Background: an optimization exercise with open tools, aiming at a short achievable clock period and few clock cycles. Do not read the settings as production practice.
Function was checked by simulation only, so behaviour that the tests miss may differ from the original.

==> run R: inputs <==
==> flow/design.v <==
module MUX2X5(A0, A1, S, Y);
	input [4:0] A0;
	input [4:0] A1;
	input S;
	output [4:0] Y;
	assign Y = S? A1 : A0;
endmodule
module MUX2X32(A0, A1, S, Y);
	input [31:0] A0;
	input [31:0] A1;
	input S;
	output [31:0] Y;
	assign Y = S? A1 : A0; 
endmodule
module MUX4X32(A0 , A1, A2, A3, S, Y);
    input [31:0] A0, A1, A2, A3;
    input [1:0] S;
    output [31:0] Y;
    assign Y = (S == 2'b00)? A0 : (S == 2'b01)? A1 :
	             (S == 2'b10)? A2 : A3; 
endmodule
module dff32(D, Clock, Reset, Q);	 
	input Clock, Reset;
	input [31:0] D;
	output reg [31:0] Q;
	always @(posedge Clock or negedge Reset) begin
		if(Reset == 0) Q <= 0;
		else     Q <= D;
	end
endmodule
module addsub32(A, B, sub, Result);
	input [31:0] A, B;
	input sub;
	output[31:0] Result;
	cla32 as32(A , B^{32{sub}} , sub , Result); 
endmodule
module cla32(a, b, c, s);
	input [31:0] a, b;
	input c;
	output[31:0] s;
	assign s = a + b + c; 
endmodule
module SHIFTER_32(X,Sa, Right, Arith, Sh);
    input[31:0]X;
    input[4:0]Sa;
    input Arith,Right;
    output [31:0]Sh;
    wire [31:0]T4,S4,T3,S3,T2,S2,T1,S1,T0;
    wire a = X[31] & Arith;
    wire [15:0]e={16{a}};
    parameter z=16'b0;
    wire [31:0]L1u,L1d,L2u,L2d,L3u,L3d,L4u,L4d,L5u,L5d;
    assign L1u={X[15:0],z};
    assign L1d={e,X[31:16]};
    MUX2X32 M1l(L1u,L1d,Right,T4);
    MUX2X32 M1r(X,T4,Sa[4],S4);
    assign L2u={S4[23:0],z[7:0]};
    assign L2d={e[7:0],S4[31:8]};
    MUX2X32 M2l(L2u,L2d,Right,T3);
    MUX2X32 M2r(S4,T3,Sa[3],S3);
    assign L3u={S3[27:0],z[3:0]};
    assign L3d={e[3:0],S3[31:4]};
    MUX2X32 M3l(L3u,L3d,Right,T2);
    MUX2X32 M3r(S3,T2,Sa[2],S2);
    assign L4u={S2[29:0],z[1:0]};
    assign L4d={e[1:0],S2[31:2]};
    MUX2X32 M4l(L4u,L4d,Right,T1);
    MUX2X32 M4r(S2,T1,Sa[1],S1);
    assign L5u={S1[30:0],z[0]};
    assign L5d={e[0],S1[31:1]};
    MUX2X32 M5l(L5u,L5d,Right,T0);
    MUX2X32 M5r(S1,T0,Sa[0],Sh);
endmodule
module ALU(X, Y, Aluc, R, Z);
	input [31:0] X, Y;
	input [3:0] Aluc;
	output wire [31:0] R;
	output wire Z;
	wire [31:0] d_and = X & Y;
	wire [31:0] d_or  = X | Y;
	wire [31:0] d_xor = X ^ Y;
	wire [31:0] d_lui = {Y[15:0],16'h0};
	wire [31:0] d_and_or = Aluc[2]? d_or:d_and;
	wire [31:0] d_xor_lui = Aluc[2]? d_lui:d_xor;
	wire [31:0] d_as, d_sh;
	addsub32 as32 (X, Y, Aluc[2], d_as);
	SHIFTER_32 shift_1 (Y, X[4:0], Aluc[2], Aluc[3], d_sh);
	MUX4X32 sel(d_as, d_and_or, d_xor_lui, d_sh, Aluc[1:0], R);
	assign Z = ~|R;
endmodule
module RegFile(Sa, Sb, D, We, Clk, Qa, Qb);
	input [31:1] Sa, Sb, We;
	input [31:0] D;
	input Clk;
	output reg [31:0] Qa, Qb;
	reg [31:0] Register[1:31];
	integer k;
	always @(*) begin
		Qa = 32'h0;
		Qb = 32'h0;
		for (k = 1; k <= 31; k = k + 1) begin
			Qa = Qa | ({32{Sa[k]}} & Register[k]);
			Qb = Qb | ({32{Sb[k]}} & Register[k]);
		end
	end
	integer i;
	always @(posedge Clk)
		for (i = 1; i <= 31; i = i + 1)
			if (We[i]) Register[i] <= D;
endmodule
module ControlUnit(Op, Func, Z, Wmem, Wreg, Regrt, Reg2reg, Aluc, Shift, Aluqb, Pcsrc, jal, Se);
	input [5:0] Op, Func;
	input Z;
	output [3:0] Aluc;
	output [1:0] Pcsrc;
	output Wmem, Wreg, Regrt, Se, Shift, Aluqb, Reg2reg, jal;
	wire i_add = (Op == 6'b000000 & Func == 6'b100000)?1:0;
	wire i_sub = (Op == 6'b000000 & Func == 6'b100010)?1:0;
	wire i_and = (Op == 6'b000000 & Func == 6'b100100)?1:0;
	wire i_or  = (Op == 6'b000000 & Func == 6'b100101)?1:0;
	wire i_xor = (Op == 6'b000000 & Func == 6'b100110)?1:0;
	wire i_sll = (Op == 6'b000000 & Func == 6'b000000)?1:0;
	wire i_srl = (Op == 6'b000000 & Func == 6'b000010)?1:0;
	wire i_sra = (Op == 6'b000000 & Func == 6'b000011)?1:0;
	wire i_jr  = (Op == 6'b000000 & Func == 6'b001000)?1:0;
	wire i_addi = (Op == 6'b001000)?1:0;
	wire i_andi = (Op == 6'b001100)?1:0; 
	wire i_ori  = (Op == 6'b001101)?1:0;
	wire i_xori = (Op == 6'b001110)?1:0;
	wire i_lw   = (Op == 6'b100011)?1:0;
	wire i_sw   = (Op == 6'b101011)?1:0;
	wire i_beq  = (Op == 6'b000100)?1:0;
	wire i_bne  = (Op == 6'b000101)?1:0;
	wire i_lui  = (Op == 6'b001111)?1:0;
	wire i_j    = (Op == 6'b000010)?1:0;
	wire i_jal  = (Op == 6'b000011)?1:0; 
	assign Wreg  = i_add  | i_sub  | i_and | i_or | i_xor  | 
	i_sll | i_srl |i_sra |	i_addi | i_andi | 
	i_ori | i_or | i_xori | i_lw  | i_lui |i_jal;
	assign Regrt  = i_addi | i_andi | i_ori | i_xori |i_lw |i_lui;
	assign jal = i_jal;
	assign Reg2reg  = i_lw;
	assign Shift  = i_sll | i_srl |i_sra;
	assign Aluqb = i_addi | i_andi | i_ori | i_xori | i_lw | i_lui |i_sw;
	assign Se = i_addi | i_lw | i_sw | i_beq | i_bne;
	assign Aluc[3] = i_sra;
	assign Aluc[2] = i_sub |i_or | i_srl | i_sra | i_ori |i_lui;
	assign Aluc[1] = i_xor | i_sll | i_srl | i_sra | i_xori |
	 i_beq | i_bne | i_lui;
	assign Aluc[0] = i_and | i_or | i_sll | i_srl |i_sra |
	 i_andi  | i_ori;
	assign Wmem  = i_sw;
	assign Pcsrc[1] = i_jr | i_j | i_jal;
	assign Pcsrc[0] = i_beq & Z | i_bne&~Z | i_j | i_jal;
endmodule
module CPU(Clk, Clrn, Inst, Dread, Iaddr, Wmem, Dwirte, Daddr);
	input Clk, Clrn;
	input [31:0] Inst, Dread;
	output [31:0] Iaddr, Daddr, Dwirte;
	output Wmem;
	reg [31:0] pc;                  
	reg [31:0] ras;                 
	reg [31:1] rv;                  
	reg        v_x;                 
	reg        stall_x;             
	reg [31:0] pc4x;                
	reg [31:1] sa_x, sb_x;          
	reg        fa_x, fb_x;          
	reg [31:0] immv_x;              
	reg [31:0] constv_x;            
	reg [4:0]  sh_x;                
	reg [4:0]  dest_x;              
	reg        useimm_x, sub_x, sra_x;
	reg        s_add_x, s_and_x, s_or_x, s_xor_x, s_sll_x, s_sr_x;
	reg        lw_x, sw_x, beq_x, bne_x, jr_x;
	reg [31:0] res_m;               
	reg [31:1] we_m;                
	reg        ld_m;                
	reg [31:0] dadr_m, dst_m;       
	reg        wmem_m;
	assign Iaddr  = pc;
	assign Dwirte = dadr_m;
	assign Daddr  = dst_m;
	assign Wmem   = wmem_m;
	wire [5:0] op = Inst[31:26];
	wire [5:0] fn = Inst[5:0];
	wire [4:0] rs = Inst[25:21];
	wire [4:0] rt = Inst[20:16];
	wire [4:0] rd = Inst[15:11];
	wire rtype  = (op == 6'h00);
	wire i_add  = rtype & (fn == 6'h20);
	wire i_sub  = rtype & (fn == 6'h22);
	wire i_and  = rtype & (fn == 6'h24);
	wire i_or   = rtype & (fn == 6'h25);
	wire i_xor  = rtype & (fn == 6'h26);
	wire i_sll  = rtype & (fn == 6'h00);
	wire i_srl  = rtype & (fn == 6'h02);
	wire i_sra  = rtype & (fn == 6'h03);
	wire i_jr   = rtype & (fn == 6'h08);
	wire i_addi = (op == 6'h08);
	wire i_andi = (op == 6'h0c);
	wire i_ori  = (op == 6'h0d);
	wire i_xori = (op == 6'h0e);
	wire i_lui  = (op == 6'h0f);
	wire i_lw   = (op == 6'h23);
	wire i_sw   = (op == 6'h2b);
	wire i_beq  = (op == 6'h04);
	wire i_bne  = (op == 6'h05);
	wire i_j    = (op == 6'h02);
	wire i_jal  = (op == 6'h03);
	wire wr_rd = i_add | i_sub | i_and | i_or | i_xor | i_sll | i_srl | i_sra;
	wire wr_rt = i_addi | i_andi | i_ori | i_xori | i_lui | i_lw;
	wire [4:0] dest = wr_rd ? rd : wr_rt ? rt : i_jal ? 5'd31 : 5'd0;
	wire use_rs = i_add | i_sub | i_and | i_or | i_xor | i_jr | i_addi | i_andi |
	              i_ori | i_xori | i_lw | i_sw | i_beq | i_bne;
	wire use_rt = i_add | i_sub | i_and | i_or | i_xor | i_sll | i_srl | i_sra |
	              i_sw | i_beq | i_bne;
	wire sext = i_addi | i_lw | i_sw | i_beq | i_bne;
	wire [31:0] immv = {{16{sext & Inst[15]}}, Inst[15:0]};
	wire [4:0] dx  = v_x ? dest_x : 5'd0;
	wire fa  = (dx != 5'd0) & (dx == rs) & ~lw_x;
	wire fb  = (dx != 5'd0) & (dx == rt) & ~lw_x;
	wire ldu = lw_x & (dx != 5'd0) &
	           ((use_rs & (dx == rs)) | (use_rt & (dx == rt)));
	reg [31:1] rs_oh, rt_oh, dx_oh;
	integer n;
	always @(*) begin
		for (n = 1; n <= 31; n = n + 1) begin
			dx_oh[n] = (dx == n);
			rs_oh[n] = (rs == n) & ~fa & (rv[n] | we_m[n] | dx_oh[n]);
			rt_oh[n] = (rt == n) & ~fb & (rv[n] | we_m[n] | dx_oh[n]);
		end
	end
	wire [31:0] pc4    = pc + 32'd4;
	wire        f_same = (rs == rt);
	wire        f_pt   = (i_beq & f_same) | (i_bne & ~f_same);
	wire [11:0] f_blo  = pc4[13:2] + Inst[11:0];
	wire [31:0] f_btgt = {pc4[31:14], f_blo, 2'b00};
	wire [31:0] f_jt   = {pc4[31:28], Inst[25:0], 2'b00};
	wire [31:0] f_npc  = f_pt ? f_btgt : (i_j | i_jal) ? f_jt : i_jr ? ras : pc4;
	wire [31:0] qa, qb;
	wire [31:0] wdata = ld_m ? Dread : res_m;
	RegFile rf (sa_x, sb_x, wdata, we_m, Clk, qa, qb);
	wire [31:0] a  = qa | ({32{fa_x}} & res_m);
	wire [31:0] b  = qb | ({32{fb_x}} & res_m);
	wire [31:0] bo = useimm_x ? immv_x : b;
	wire [31:0] sum = a + (sub_x ? ~bo : bo) + {31'b0, sub_x};
	wire [31:0] shl = b << sh_x;
	wire [63:0] shr64 = {{32{sra_x & b[31]}}, b} >> sh_x;
	wire [31:0] res = ({32{s_add_x}} & sum) |
	                  ({32{s_and_x}} & (a & bo)) |
	                  ({32{s_or_x}}  & (a | bo)) |
	                  ({32{s_xor_x}} & (a ^ bo)) |
	                  ({32{s_sll_x}} & shl) |
	                  ({32{s_sr_x}}  & shr64[31:0]) |
	                  constv_x;
	wire        xgo   = v_x & ~stall_x;      
	wire [31:0] btgtx = pc4x + {immv_x[29:0], 2'b00};
	wire        eq    = (a == b);
	wire        taken = (beq_x & eq) | (bne_x & ~eq);
	wire        m_t   = (pc == btgtx);
	wire        m_n   = (pc == pc4x);
	wire        m_j   = (pc == a);
	wire        xred  = xgo & ((((beq_x | bne_x) & (taken ? ~m_t : ~m_n))) | (jr_x & ~m_j));
	wire [31:0] xtgt  = jr_x ? a : taken ? btgtx : pc4x;
	reg [31:1] dest_oh;
	integer m;
	always @(*)
		for (m = 1; m <= 31; m = m + 1) dest_oh[m] = xgo & (dest_x == m);
	always @(posedge Clk or negedge Clrn) begin
		if (Clrn == 0) begin
			pc      <= 32'h0;
			ras     <= 32'h0;
			rv      <= 31'h0;
			v_x     <= 1'b0;
			stall_x <= 1'b0;
			we_m    <= 31'h0;
			ld_m    <= 1'b0;
			wmem_m  <= 1'b0;
		end else begin
			rv     <= rv | we_m;
			we_m   <= dest_oh;
			ld_m   <= xgo & lw_x;
			wmem_m <= xgo & sw_x;
			if (stall_x) begin
				stall_x <= 1'b0;
			end else begin
				v_x     <= ~xred;
				stall_x <= ldu & ~xred;
				pc      <= xred ? xtgt : f_npc;
				if (i_jal) ras <= pc4;
			end
		end
	end
	always @(posedge Clk) begin
		res_m  <= res;
		dadr_m <= sum;
		dst_m  <= b;
		if (!stall_x) begin
			pc4x     <= pc4;
			sa_x     <= rs_oh;
			sb_x     <= rt_oh;
			fa_x     <= fa;
			fb_x     <= fb;
			immv_x   <= immv;
			constv_x <= i_lui ? {Inst[15:0], 16'h0} : i_jal ? pc4 : 32'h0;
			sh_x     <= Inst[10:6];
			dest_x   <= dest;
			useimm_x <= i_addi | i_lw | i_sw | i_andi | i_ori | i_xori;
			sub_x    <= i_sub;
			sra_x    <= i_sra;
			s_add_x  <= i_add | i_sub | i_addi | i_lw | i_sw;
			s_and_x  <= i_and | i_andi;
			s_or_x   <= i_or | i_ori;
			s_xor_x  <= i_xor | i_xori;
			s_sll_x  <= i_sll;
			s_sr_x   <= i_srl | i_sra;
			lw_x     <= i_lw;
			sw_x     <= i_sw;
			beq_x    <= i_beq;
			bne_x    <= i_bne;
			jr_x     <= i_jr;
		end
	end
endmodule
==> flow/flow/run.sh <==
#!/bin/bash
set -euo pipefail
bash standard.sh SETUP_SLACK_MARGIN=9.5 finish > orfs_make.log 2>&1
==> flow/standard.sh <==
#!/bin/bash
# synth_recipe.tcl (not shown) runs the flow's synth.tcl, then flattens the netlist and writes it again
# the make line also repeats each setting of config.mk as NAME=value (left out here)
make -C /OpenROAD-flow-scripts/flow DESIGN_CONFIG=/design/flow/config.mk WORK_HOME=/design/flow/orfs CLKGATE_MAP_FILE= SYNTH_SCRIPT=/design/flow/synth_recipe.tcl "${@:-finish}"
==> flow/config.mk <==
export PLATFORM = sky130hd
export DESIGN_NAME = CPU
export DESIGN_NICKNAME = CPU
export VERILOG_FILES = /design/flow/design.v
export SDC_FILE = /design/flow/constraint.sdc
export NUM_CORES = 4
export LEC_CHECK = 0
export ABC_CLOCK_PERIOD_IN_PS = 3000
export CAP_MARGIN = 20
export CORE_MARGIN = 2
export CORE_UTILIZATION = 25
export SLEW_MARGIN = 20
==> flow/constraint.sdc <==
create_clock -name core_clock -period 13.5 [get_ports {Clk}]
set_input_delay 2.7000 -clock core_clock [delete_from_list [all_inputs] [get_ports {Clk}]]
set_output_delay 2.7000 -clock core_clock [all_outputs]
set_load 0.01 [all_outputs]
==> run F (differences from run R) <==
==> flow/design.v, changed modules only <==
module RegFile(Sa, Sb, D, We, Clk, Clrn, Qa, Qb);
	input [31:1] Sa, Sb, We;
	input [31:0] D;
	input Clk, Clrn;
	output reg [31:0] Qa, Qb;
	reg [31:0] Register[1:31];
	integer k;
	always @(*) begin
		Qa = 32'h0;
		Qb = 32'h0;
		for (k = 1; k <= 31; k = k + 1) begin
			Qa = Qa | ({32{Sa[k]}} & Register[k]);
			Qb = Qb | ({32{Sb[k]}} & Register[k]);
		end
	end
	integer i;
	always @(posedge Clk or negedge Clrn) begin
		if (Clrn == 0) begin
			for (i = 1; i <= 31; i = i + 1) Register[i] <= 0;
		end else begin
			for (i = 1; i <= 31; i = i + 1)
				if (We[i]) Register[i] <= D;
		end
	end
endmodule
module CPU(Clk, Clrn, Inst, Dread, Iaddr, Wmem, Dwirte, Daddr);
	input Clk, Clrn;
	input [31:0] Inst, Dread;
	output [31:0] Iaddr, Daddr, Dwirte;
	output Wmem;
	reg [31:0] pc;                  
	reg [31:0] ras;                 
	reg [31:0] pc4x;                
	reg [31:1] sa_x, sb_x;          
	reg        fa_x, fb_x;          
	reg        stall_x;             
	reg [31:0] immv_x;              
	reg [31:0] constv_x;            
	reg [4:0]  sh_x;                
	reg [4:0]  dest_x;              
	reg        useimm_x, sub_x, sra_x;
	reg        s_add_x, s_and_x, s_or_x, s_xor_x, s_sll_x, s_sr_x;
	reg        lw_x, sw_x, beq_x, bne_x, jr_x;
	reg [31:0] res_m;               
	reg [31:1] we_m;                
	reg        ld_m;                
	reg [31:0] dadr_m, dst_m;       
	reg        wmem_m;
	assign Iaddr  = pc;
	assign Dwirte = dadr_m;
	assign Daddr  = dst_m;
	assign Wmem   = wmem_m;
	wire [5:0] op = Inst[31:26];
	wire [5:0] fn = Inst[5:0];
	wire [4:0] rs = Inst[25:21];
	wire [4:0] rt = Inst[20:16];
	wire [4:0] rd = Inst[15:11];
	wire rtype  = (op == 6'h00);
	wire i_add  = rtype & (fn == 6'h20);
	wire i_sub  = rtype & (fn == 6'h22);
	wire i_and  = rtype & (fn == 6'h24);
	wire i_or   = rtype & (fn == 6'h25);
	wire i_xor  = rtype & (fn == 6'h26);
	wire i_sll  = rtype & (fn == 6'h00);
	wire i_srl  = rtype & (fn == 6'h02);
	wire i_sra  = rtype & (fn == 6'h03);
	wire i_jr   = rtype & (fn == 6'h08);
	wire i_addi = (op == 6'h08);
	wire i_andi = (op == 6'h0c);
	wire i_ori  = (op == 6'h0d);
	wire i_xori = (op == 6'h0e);
	wire i_lui  = (op == 6'h0f);
	wire i_lw   = (op == 6'h23);
	wire i_sw   = (op == 6'h2b);
	wire i_beq  = (op == 6'h04);
	wire i_bne  = (op == 6'h05);
	wire i_j    = (op == 6'h02);
	wire i_jal  = (op == 6'h03);
	wire wr_rd = i_add | i_sub | i_and | i_or | i_xor | i_sll | i_srl | i_sra;
	wire wr_rt = i_addi | i_andi | i_ori | i_xori | i_lui | i_lw;
	wire [4:0] dest = wr_rd ? rd : wr_rt ? rt : i_jal ? 5'd31 : 5'd0;
	wire use_rs = i_add | i_sub | i_and | i_or | i_xor | i_jr | i_addi | i_andi |
	              i_ori | i_xori | i_lw | i_sw | i_beq | i_bne;
	wire use_rt = i_add | i_sub | i_and | i_or | i_xor | i_sll | i_srl | i_sra |
	              i_sw | i_beq | i_bne;
	wire sext = i_addi | i_lw | i_sw | i_beq | i_bne;
	wire [31:0] immv = {{16{sext & Inst[15]}}, Inst[15:0]};
	wire fa = (dest_x != 5'd0) & (dest_x == rs) & ~lw_x;
	wire fb = (dest_x != 5'd0) & (dest_x == rt) & ~lw_x;
	wire ldu = lw_x & (dest_x != 5'd0) &
	           ((use_rs & (dest_x == rs)) | (use_rt & (dest_x == rt)));
	reg [31:1] rs_oh, rt_oh;
	integer n;
	always @(*) begin
		for (n = 1; n <= 31; n = n + 1) begin
			rs_oh[n] = (rs == n) & ~fa;
			rt_oh[n] = (rt == n) & ~fb;
		end
	end
	wire [31:0] pc4    = pc + 32'd4;
	wire        f_same = (rs == rt);
	wire        f_pt   = (i_beq & f_same) | (i_bne & ~f_same);
	wire [11:0] f_blo  = pc4[13:2] + Inst[11:0];
	wire [31:0] f_btgt = {pc4[31:14], f_blo, 2'b00};
	wire [31:0] f_jt   = {pc4[31:28], Inst[25:0], 2'b00};
	wire [31:0] f_npc  = f_pt ? f_btgt : (i_j | i_jal) ? f_jt : i_jr ? ras : pc4;
	wire [31:0] qa, qb;
	wire [31:0] wdata = ld_m ? Dread : res_m;
	RegFile rf (sa_x, sb_x, wdata, we_m, Clk, Clrn, qa, qb);
	wire [31:0] a  = qa | ({32{fa_x}} & res_m);
	wire [31:0] b  = qb | ({32{fb_x}} & res_m);
	wire [31:0] bo = useimm_x ? immv_x : b;
	wire [31:0] sum = a + (sub_x ? ~bo : bo) + {31'b0, sub_x};
	wire [31:0] shl = b << sh_x;
	wire [63:0] shr64 = {{32{sra_x & b[31]}}, b} >> sh_x;
	wire [31:0] res = ({32{s_add_x}} & sum) |
	                  ({32{s_and_x}} & (a & bo)) |
	                  ({32{s_or_x}}  & (a | bo)) |
	                  ({32{s_xor_x}} & (a ^ bo)) |
	                  ({32{s_sll_x}} & shl) |
	                  ({32{s_sr_x}}  & shr64[31:0]) |
	                  constv_x;
	wire [31:0] btgtx = pc4x + {immv_x[29:0], 2'b00};
	wire        eq    = (a == b);
	wire        taken = (beq_x & eq) | (bne_x & ~eq);
	wire        m_t   = (pc == btgtx);
	wire        m_n   = (pc == pc4x);
	wire        m_j   = (pc == a);
	wire        xred  = ~stall_x & ((((beq_x | bne_x) & (taken ? ~m_t : ~m_n))) | (jr_x & ~m_j));
	wire [31:0] xtgt  = jr_x ? a : taken ? btgtx : pc4x;
	wire        go    = ~stall_x & ~xred;    
	reg [31:1] dest_oh;
	integer m;
	always @(*)
		for (m = 1; m <= 31; m = m + 1) dest_oh[m] = (dest_x == m);
	always @(posedge Clk or negedge Clrn) begin
		if (Clrn == 0) begin
			pc       <= 32'h0;
			ras      <= 32'h0;
			pc4x     <= 32'h0;
			sa_x     <= 31'h0;
			sb_x     <= 31'h0;
			fa_x     <= 1'b0;
			fb_x     <= 1'b0;
			stall_x  <= 1'b0;
			immv_x   <= 32'h0;
			constv_x <= 32'h0;
			sh_x     <= 5'd0;
			dest_x   <= 5'd0;
			useimm_x <= 1'b0;
			sub_x    <= 1'b0;
			sra_x    <= 1'b0;
			s_add_x  <= 1'b0;
			s_and_x  <= 1'b0;
			s_or_x   <= 1'b0;
			s_xor_x  <= 1'b0;
			s_sll_x  <= 1'b0;
			s_sr_x   <= 1'b0;
			lw_x     <= 1'b0;
			sw_x     <= 1'b0;
			beq_x    <= 1'b0;
			bne_x    <= 1'b0;
			jr_x     <= 1'b0;
			res_m    <= 32'h0;
			we_m     <= 31'h0;
			ld_m     <= 1'b0;
			dadr_m   <= 32'h0;
			dst_m    <= 32'h0;
			wmem_m   <= 1'b0;
		end else begin
			res_m  <= res;
			we_m   <= stall_x ? 31'h0 : dest_oh;
			ld_m   <= ~stall_x & lw_x;
			dadr_m <= sum;
			dst_m  <= b;
			wmem_m <= ~stall_x & sw_x;
			if (stall_x) begin
				stall_x <= 1'b0;
			end else if (xred) begin
				pc       <= xtgt;
				sa_x     <= 31'h0;
				sb_x     <= 31'h0;
				fa_x     <= 1'b0;
				fb_x     <= 1'b0;
				constv_x <= 32'h0;
				dest_x   <= 5'd0;
				s_add_x  <= 1'b0;
				s_and_x  <= 1'b0;
				s_or_x   <= 1'b0;
				s_xor_x  <= 1'b0;
				s_sll_x  <= 1'b0;
				s_sr_x   <= 1'b0;
				lw_x     <= 1'b0;
				sw_x     <= 1'b0;
				beq_x    <= 1'b0;
				bne_x    <= 1'b0;
				jr_x     <= 1'b0;
			end else begin
				pc       <= f_npc;
				if (i_jal) ras <= pc4;
				pc4x     <= pc4;
				sa_x     <= rs_oh;
				sb_x     <= rt_oh;
				fa_x     <= fa;
				fb_x     <= fb;
				stall_x  <= ldu;
				immv_x   <= immv;
				constv_x <= i_lui ? {Inst[15:0], 16'h0} : i_jal ? pc4 : 32'h0;
				sh_x     <= Inst[10:6];
				dest_x   <= dest;
				useimm_x <= i_addi | i_lw | i_sw | i_andi | i_ori | i_xori;
				sub_x    <= i_sub;
				sra_x    <= i_sra;
				s_add_x  <= i_add | i_sub | i_addi | i_lw | i_sw;
				s_and_x  <= i_and | i_andi;
				s_or_x   <= i_or | i_ori;
				s_xor_x  <= i_xor | i_xori;
				s_sll_x  <= i_sll;
				s_sr_x   <= i_srl | i_sra;
				lw_x     <= i_lw;
				sw_x     <= i_sw;
				beq_x    <= i_beq;
				bne_x    <= i_bne;
				jr_x     <= i_jr;
			end
		end
	end
endmodule
==> reports/metrics.cfg <==
[finish]
fin_nets=8183

[run_status]
status=no timing/DRC/antenna violations

[global_route]
grt_pass1_wl_um=563000

[synthesis]
synth_area_per_cell_sq_um=9.14
synth_edf_count=0

[critical_path]
path_cells=buf_4 -> buf_6 -> a22oi_1 -> nand4_1 -> nor3_2 -> nand2_1 -> inv_1 -> xnor2_1 -> nor4_1 -> nand4_1 -> o21ai_2 -> nor4b_4 -> nand4_1 -> and2_4 -> buf_12 -> nor4_4 -> buf_6 -> buf_6 -> buf_12 -> buf_16 -> mux2_4

[end of results for run F]
==> reports/metrics.cfg <==
[run_status]
status=no timing/DRC/antenna violations

[synthesis]
synth_edf_count=1156
synth_area_per_cell_sq_um=12.3

[critical_path]
path_cells=clkbuf_16 -> a22oi_1 -> nand4_1 -> or4_4 -> mux2i_4 -> xnor2_2 -> inv_2 -> fa_2 -> nor2b_4 -> o21ai_2 -> a21boi_2 -> o21ai_2 -> a311oi_4 -> nor4_4 -> o31a_1 -> o21ba_4 -> o21ai_4 -> a31oi_4 -> mux2i_1 -> a211o_1

[finish]
layout.nonclk_buf_frac=0.106
fin_nets=6306

[end of results for run R]
Testbench counts of run R, summed over its fixed seeds: cycles 28,818.
Testbench counts of run F, summed over its fixed seeds: cycles 28,818.

==> afterwards: timing with drivers on the ports <==
Ports are ideal in the flow. The routed layouts listed here were re-timed in OpenROAD.
Step 1: set_driving_cell puts a clkbuf_16 on Clk and a buf_2 on each other input, an assumption about the parent block.
Step 2 times the ports against the registers' clock, not the clock port: input delays grow and output delays shrink by t, the midpoint of the rising clock arrivals with the driver on.
Three values: no drivers, after step 1, after step 2; two values: the first two.
run	t, ns	setup WS [ns]	worst hold slack (ns)	worst setup path after step 2	cell pins on the clock port's net
run R	0.926	8.422 / 8.422 / 8.124	0.445 / 0.445 / 0.445	input to register	1
run F	0.913	7.578 / 7.578 / 7.227	0.492 / 0.492 / 0.492	input to register	1
After both steps setup and hold are still met in every run listed. For run F, which loses most, drivers alone change the setup slack by 0.000 ns; drivers and shift together by -0.351 ns.
